Background: an optimization exercise with open tools, aiming at small area, a short achievable clock period and few clock cycles per item. Do not read the settings as production practice.
The RTL was checked by simulation tests, not by an equivalence proof against the original design.
No activity file was given, so power comes from the tool's default toggle rates.

<file path="flow/design.v">
module FGHI(
    input clk,
    input reset_n,
    input go,
    input [31 : 0] M_0,
    input [31 : 0] M_1,
    input [31 : 0] M_2,
    input [31 : 0] M_3,
    input [31 : 0] M_4,
    input [31 : 0] M_5,
    input [31 : 0] M_6,
    input [31 : 0] M_7,
    input [31 : 0] M_8,
    input [31 : 0] M_9,
    input [31 : 0] M_10,
    input [31 : 0] M_11,
    input [31 : 0] M_12,
    input [31 : 0] M_13,
    input [31 : 0] M_14,
    input [31 : 0] M_15,
    output reg valid,
    output reg [31 : 0] Oword_0,
    output reg [31 : 0] Oword_1,
    output reg [31 : 0] Oword_2,
    output reg [31 : 0] Oword_3
    );
reg         busy;
reg [6 : 0] j;           
reg [5 : 0] n;           
reg [31 : 0] a, b, c, d;
reg [31 : 0] P;          
reg [511 : 0] X;
reg [31 : 0] Kn;
reg [3 : 0]  gn;
reg [31 : 0] Xg;
reg [31 : 0] f;
reg [31 : 0] t;
reg [31 : 0] r;
always @(*) begin
  case (n)
    6'd0 : Kn = 32'hd76aa478;
    6'd1 : Kn = 32'he8c7b756;
    6'd2 : Kn = 32'h242070db;
    6'd3 : Kn = 32'hc1bdceee;
    6'd4 : Kn = 32'hf57c0faf;
    6'd5 : Kn = 32'h4787c62a;
    6'd6 : Kn = 32'ha8304613;
    6'd7 : Kn = 32'hfd469501;
    6'd8 : Kn = 32'h698098d8;
    6'd9 : Kn = 32'h8b44f7af;
    6'd10 : Kn = 32'hffff5bb1;
    6'd11 : Kn = 32'h895cd7be;
    6'd12 : Kn = 32'h6b901122;
    6'd13 : Kn = 32'hfd987193;
    6'd14 : Kn = 32'ha679438e;
    6'd15 : Kn = 32'h49b40821;
    6'd16 : Kn = 32'hf61e2562;
    6'd17 : Kn = 32'hc040b340;
    6'd18 : Kn = 32'h265e5a51;
    6'd19 : Kn = 32'he9b6c7aa;
    6'd20 : Kn = 32'hd62f105d;
    6'd21 : Kn = 32'h02441453;
    6'd22 : Kn = 32'hd8a1e681;
    6'd23 : Kn = 32'he7d3fbc8;
    6'd24 : Kn = 32'h21e1cde6;
    6'd25 : Kn = 32'hc33707d6;
    6'd26 : Kn = 32'hf4d50d87;
    6'd27 : Kn = 32'h455a14ed;
    6'd28 : Kn = 32'ha9e3e905;
    6'd29 : Kn = 32'hfcefa3f8;
    6'd30 : Kn = 32'h676f02d9;
    6'd31 : Kn = 32'h8d2a4c8a;
    6'd32 : Kn = 32'hfffa3942;
    6'd33 : Kn = 32'h8771f681;
    6'd34 : Kn = 32'h6d9d6122;
    6'd35 : Kn = 32'hfde5380c;
    6'd36 : Kn = 32'ha4beea44;
    6'd37 : Kn = 32'h4bdecfa9;
    6'd38 : Kn = 32'hf6bb4b60;
    6'd39 : Kn = 32'hbebfbc70;
    6'd40 : Kn = 32'h289b7ec6;
    6'd41 : Kn = 32'heaa127fa;
    6'd42 : Kn = 32'hd4ef3085;
    6'd43 : Kn = 32'h04881d05;
    6'd44 : Kn = 32'hd9d4d039;
    6'd45 : Kn = 32'he6db99e5;
    6'd46 : Kn = 32'h1fa27cf8;
    6'd47 : Kn = 32'hc4ac5665;
    6'd48 : Kn = 32'hf4292244;
    6'd49 : Kn = 32'h432aff97;
    6'd50 : Kn = 32'hab9423a7;
    6'd51 : Kn = 32'hfc93a039;
    6'd52 : Kn = 32'h655b59c3;
    6'd53 : Kn = 32'h8f0ccc92;
    6'd54 : Kn = 32'hffeff47d;
    6'd55 : Kn = 32'h85845dd1;
    6'd56 : Kn = 32'h6fa87e4f;
    6'd57 : Kn = 32'hfe2ce6e0;
    6'd58 : Kn = 32'ha3014314;
    6'd59 : Kn = 32'h4e0811a1;
    6'd60 : Kn = 32'hf7537e82;
    6'd61 : Kn = 32'hbd3af235;
    6'd62 : Kn = 32'h2ad7d2bb;
    6'd63 : Kn = 32'heb86d391;
  endcase
  case (n[5 : 4])
    2'd0 : gn = n[3 : 0];
    2'd1 : gn = 4'd5 * n[3 : 0] + 4'd1;
    2'd2 : gn = 4'd3 * n[3 : 0] + 4'd5;
    2'd3 : gn = 4'd7 * n[3 : 0];
  endcase
  case (gn)
    4'd0 : Xg = X[31 : 0];
    4'd1 : Xg = X[63 : 32];
    4'd2 : Xg = X[95 : 64];
    4'd3 : Xg = X[127 : 96];
    4'd4 : Xg = X[159 : 128];
    4'd5 : Xg = X[191 : 160];
    4'd6 : Xg = X[223 : 192];
    4'd7 : Xg = X[255 : 224];
    4'd8 : Xg = X[287 : 256];
    4'd9 : Xg = X[319 : 288];
    4'd10 : Xg = X[351 : 320];
    4'd11 : Xg = X[383 : 352];
    4'd12 : Xg = X[415 : 384];
    4'd13 : Xg = X[447 : 416];
    4'd14 : Xg = X[479 : 448];
    4'd15 : Xg = X[511 : 480];
  endcase
  case (j[5 : 4])
    2'd0 : f = (b & c) | (~b & d);
    2'd1 : f = (b & d) | (c & ~d);
    2'd2 : f = b ^ c ^ d;
    2'd3 : f = c ^ (b | ~d);
  endcase
  t = P + f;
  case ({j[5 : 4], j[1 : 0]})
    4'd0 : r = {t[24 : 0], t[31 : 25]};
    4'd1 : r = {t[19 : 0], t[31 : 20]};
    4'd2 : r = {t[14 : 0], t[31 : 15]};
    4'd3 : r = {t[9 : 0], t[31 : 10]};
    4'd4 : r = {t[26 : 0], t[31 : 27]};
    4'd5 : r = {t[22 : 0], t[31 : 23]};
    4'd6 : r = {t[17 : 0], t[31 : 18]};
    4'd7 : r = {t[11 : 0], t[31 : 12]};
    4'd8 : r = {t[27 : 0], t[31 : 28]};
    4'd9 : r = {t[20 : 0], t[31 : 21]};
    4'd10 : r = {t[15 : 0], t[31 : 16]};
    4'd11 : r = {t[8 : 0], t[31 : 9]};
    4'd12 : r = {t[25 : 0], t[31 : 26]};
    4'd13 : r = {t[21 : 0], t[31 : 22]};
    4'd14 : r = {t[16 : 0], t[31 : 17]};
    4'd15 : r = {t[10 : 0], t[31 : 11]};
  endcase
end
wire [31 : 0] nb  = b + r;
wire [31 : 0] fin = Oword_0 + b;
wire [31 : 0] Pn  = (busy ? d : Oword_0) + Kn + (busy ? Xg : M_0);
wire          fin_en = busy && (j >= 7'd61);
always @(posedge clk) begin
  if (!reset_n) begin
    busy    <= 1'b0;
    valid   <= 1'b0;
    n       <= 6'd0;
    Oword_0 <= 32'h67452301;
    Oword_1 <= 32'hefcdab89;
    Oword_2 <= 32'h98badcfe;
    Oword_3 <= 32'h10325476;
  end else begin
    if (!busy) begin
      if (go) begin
        X     <= {M_15, M_14, M_13, M_12, M_11, M_10, M_9, M_8,
                  M_7, M_6, M_5, M_4, M_3, M_2, M_1, M_0};
        a     <= Oword_0;
        b     <= Oword_1;
        c     <= Oword_2;
        d     <= Oword_3;
        P     <= Pn;
        j     <= 7'd0;
        n     <= 6'd1;
        busy  <= 1'b1;
        valid <= 1'b0;
      end
    end else begin
      a <= d;
      b <= nb;
      c <= b;
      d <= c;
      P <= Pn;
      j <= j + 7'd1;
      n <= (j == 7'd64) ? 6'd0 : n + 6'd1;
      if (j == 7'd64) begin
        busy  <= 1'b0;
        valid <= 1'b1;
      end
    end
    if (fin_en) begin
      Oword_0 <= Oword_3;
      Oword_1 <= fin;
      Oword_2 <= Oword_1;
      Oword_3 <= Oword_2;
    end
  end
end
endmodule
</file>
<file path="flow/run.sh">
#!/bin/bash
# synth_recipe.tcl (not shown) runs the flow's synth.tcl, then flattens the netlist and writes it again
# the make line also repeats each setting of config.mk as NAME=value (left out here)
make -C /OpenROAD-flow-scripts/flow DESIGN_CONFIG=/design/flow/config.mk WORK_HOME=/design/flow/orfs CLKGATE_MAP_FILE= SYNTH_SCRIPT=/design/flow/synth_recipe.tcl finish
</file>
<file path="flow/config.mk">
export PLATFORM = sky130hd
export DESIGN_NAME = FGHI
export DESIGN_NICKNAME = FGHI
export VERILOG_FILES = /design/flow/design.v
export SDC_FILE = /design/flow/constraint.sdc
export NUM_CORES = 4
export LEC_CHECK = 0
export CAP_MARGIN = 20
export CORE_MARGIN = 2
export CORE_UTILIZATION = 40
export SLEW_MARGIN = 20
</file>
<file path="flow/constraint.sdc">
create_clock -name core_clock -period 10.0 [get_ports {clk}]
set_input_delay 2.0000 -clock core_clock [delete_from_list [all_inputs] [get_ports {clk}]]
set_output_delay 2.0000 -clock core_clock [all_outputs]
set_load 0.01 [all_outputs]
</file>
==> run_results.csv <==
group,metric,value,unit
drt,drtIter0Drc,5975,
critical_path,r2r-start,"n[0]",
timing,worst_slew_pin_slew,1.18,ns
placed_design,place_congestion,1.02,
critical_path,reg2reg_depth,25,
logic_synthesis,syn-num-nets,5178,
clock_tree,cts.sinks,815,
critical_path,critPathSlowestCell,"nor2_4",
drt,wl_met2,95700,um
drt,totalWireLength,202000,um
critical_path,path_delay_family,"compound AO/OA/AOI/OAI gates",
grt,grtUsageTotal,33.2,%
power,leakage,0.0205,uW
power,switching_share,40.3,%
die,die_h,344,um
placed_design,portBuffers,643,
logic_synthesis,netlist_instances,4438,
clock_tree,postCtsSetupBuffers,0,
timing,fin_skew,0.0486,ns
power,clockPowerShare,25.3,%
logic_synthesis,syn-cell-area,46300,sq um
timing,period_share,85.9,%
timing,tns,0,ns
drt,wl_met1,80200,um
hold_path,hold_path_end,"Oword_0[18]",
logic_synthesis,ys_ff_latch,815,
critical_path,crit_top_cell,"xnor2_1",
logic_synthesis,synth_seq_area_share,49.2,%
drt,viasPerCell,6.30,
clock_tree,path_clk_slew,0.06,ns
cells_and_area,drive_gt1_share,8.64,%
flow_run,cap_violations,0,
logic_synthesis,synth_simple_gate_area_share,12.0,%
placed_design,placedInstanceArea,54400,sq um
logic_synthesis,ys_warn_count,1,
placed_design,pre_cts_slack,1.28,ns
drt,drtPass1Iterations,8,
drt,met3_length,17100,um
power,p_int,8160,uW
critical_path,rr_endpoint,"P[30]",
logic_synthesis,synth_area_per_cell,10.4,sq um
die,num_rows,124,
cells_and_area,area_delta_synth_final,24.1,%
logic_synthesis,synthMuxAreaShare,3.65,%
power,ir_drop,139,uV
drt,top_layer,"met5",
logic_synthesis,synth_compound_area_share,21.5,%
critical_path,crit_required,10.44,ns
clock_tree,htreeDepth,3,
status,status,"timing/DRC/antenna clean",
critical_path,start_kind,"flip-flop",
logic_synthesis,synth_edf_count,647,
clock_tree,cts-root-buf,"clkbuf_16",
critical_path,r2r_slack,1.41,ns
timing,rsz0062_at_grt,"no",
clock_tree,cts_tree,"done",
critical_path,crit_path_end_kind,"flip-flop",
clock_tree,hold_buffers,0,
grt,antenna_found_initial,27,
logic_synthesis,synth_xor_area_share,3.36,%
clock_tree,clk_latency,0.70,ns
cells_and_area,layout_commonest_cell,"edfxtp_1",
critical_path,crit_path_max_incr_delay,0.72,ns
clock_tree,cts_buffers,92,
cells_and_area,nNetsFinal,5691,
hold_path,hp-class,"flip-flop to flip-flop",
grt,grt_max_degree,192,
logic_synthesis,async_flop_share,0,%
critical_path,cp_num_buf_inv,2,
logic_synthesis,ys.flop_type,"edfxtp_1",
drt,antenna_left,0,
timing,clock.fmax,0.116,GHz
power,power_density,237,nW/um^2
die,die_x,344,um
critical_path,critPathMaxFanout,29,
timing,drv_slew,0,
power,p_switching,5500,uW
critical_path,arrival,9.03,ns
die,core-area,115000,sq um
clock_tree,ctsResizeCount,0,
power,seqPwrFrac,31.3,%
die,ioPinCount,644,
clock_tree,clockBufferDepth,3,
cells_and_area,final_area,57500,sq um
hold_path,hold_path_startpoint,"Oword_3[18]",
grt,grt_pass1_vias,39200,
timing,slew_headroom,21.1,%
grt,grt_pass1_wl,285000,um
timing,timing.final.ws_setup,1.41,ns
drt,wl_per_cell,30.8,um
power,comb_power_share,43.4,%
timing,setup-violations-final,0,
die,initial_core_util,40.4,%
timing,hold_violations,0,
die,dieArea,119000,sq um
grt,grt_overflow,0,
logic_synthesis,synth.distinct_cells,100,
cells_and_area,mostFrequentLayoutCells,"edfxtp_1 (647), clkdlybuf4s50_1 (642), nand2_1 (524), o21ai_0 (268), a21oi_1 (260)",
logic_synthesis,synth_top_family_by_area,"compound AO/OA/AOI/OAI gates",
hold_path,hold_depth,2,
timing,fin_crit,8.59,ns
drt,num_vias,41200,
drt,route.detailed.drc,0,
placed_design,dp_hpwl,152000,um
critical_path,path_class,"flip-flop to flip-flop",
logic_synthesis,synth_adder_area_share,6.72,%
flip-flops by register name, summed over array words and instances, names as in the netlist:
name / flops
Kn: 32
Oword_0: 32
busy: 1
Oword_3: 32
Oword_2: 32
d: 32
P: 32
b: 32
j: 7
c: 32
valid: 1
X: 512
Oword_1: 32
n: 6
through the flow:
| step | total power [uW] | hold WS, ns | instances | utilization [%] |
|---|---|---|---|---|
| 2_1_floorplan | 7910 | 0.497 | 4438 | - |
| 3_3_place_gp | 10000 | 0.482 | 6367 | 47.5 |
| 3_5_place_dp | 10000 | 0.497 | 6367 | 47.5 |
| 4_1_cts | 13500 | 0.504 | 6533 | 50.1 |
| 5_1_grt | 14200 | 0.522 | 6542 | 50.1 |
| 6_report | 13700 | 0.500 | 6545 | 50.1 |
power by group through the flow:
stage / clock, uW / sequential [uW] / combinational (uW)
2_1_floorplan: 0 / 4220 / 3690
3_3_place_gp: 0 / 4340 / 5690
3_5_place_dp: 0 / 4340 / 5690
4_1_cts: 3500 / 4270 / 5710
5_1_grt: 3610 / 4290 / 6290
6_report: 3450 / 4280 / 5930
per-layer routing:
metal	up-vias	global-route usage (%)
li1	18100	-
met1	20300	43.7
met2	2426	55.1
met3	456	5.52
met4	20	11.9
met5	-	0
cells in the mapped netlist (all sizes together) (26+ instances only):
library cell / n / share of area, %
and2: 34 / 0.46
xnor2: 125 / 2.5
mux2i: 26 / 0.56
a21boi: 59 / 0.96
a21oi: 264 / 2.9
clkbuf: 258 / 2.1
a21o: 54 / 0.88
o211ai: 54 / 0.91
inv: 94 / 0.76
mux2: 123 / 3.0
a222oi: 34 / 0.73
a22oi: 146 / 2.4
fa: 37 / 1.6
nor2: 245 / 2.0
ha: 188 / 5.1
buf: 65 / 0.65
o21ai: 282 / 3.0
o221ai: 94 / 1.8
nand3: 186 / 2.0
a31oi: 43 / 0.58
nand2: 527 / 4.3
o2111ai: 41 / 0.78
a221oi: 102 / 2.0
o22ai: 33 / 0.45
edfxtp: 647 / 42
xor2: 42 / 0.81
a221o: 45 / 0.97
dfxtp: 168 / 7.3
nand2b: 80 / 1.1
nor3: 48 / 0.53
worst max-delay path by stage:
stage,startpoint,to,slack (ns),depth (start not counted)
final,n[0],P[30],1.41,25
after detailed placement,n[0],P[30],1.28,26
after CTS,n[0],P[30],1.22,26
after global placement,n[0],P[30],1.21,26
after global routing,n[0],P[30],0.79,26
after floorplan,reset_n,X[0],-0.44,5
tightest hold or removal path: stages (launching register included):
cell and delay (ns):
dfxtp_1 0.33, nand2_1 0.06, nand3_1 0.06
cell families after synthesis:
group / count (synthesis)
AO/OA/AOI/OAI: 1424
AND/OR/NAND/NOR: 1235
flip-flops: 815
adder cells (fa/ha/maj): 227
XOR/XNOR: 169
multiplexers: 151
buffers and inverters: 417
layout make-up:
type                            count  area, sq um
Clock buffer                      115         2430
Inverter                           94          353
Timing Repair Buffer              742         7270
Fill cell                       10400        57200
Tap cell                         1512         1890
Sequential cell                   815        22800
Antenna cell                       10         25.0
Clock inverter                     51          594
Multi-Input combinational cell   3206        22100
Testbench counts, summed over its fixed seeds: cycles 8,448, items 128.

-- separate check: timing with driven ports --
How much do the figures lean on ideal ports? The routed layout below was timed once more, with nothing changed but the port constraints. Step 1 assumes that a clkbuf_16 drives the clock port and a buf_2 every other input. Step 2 also shifts input and output timing later by t, the mid clock arrival at the registers, as if the neighbouring blocks saw the same clock. a / b / c = ideal ports / drivers / drivers and shift; a / b = the first two.
t (ns): 0.757
slack for setup (ns): 1.411 / 1.411 / 1.411
worst hold slack (ns): 0.500 / 0.500 / 0.500
clock arrival spread, ns: 0.049 / 0.048
After both steps setup and hold are still met in this run. The setup slack of this run moves by 0.000 ns with the drivers and by 0.000 ns with both steps.
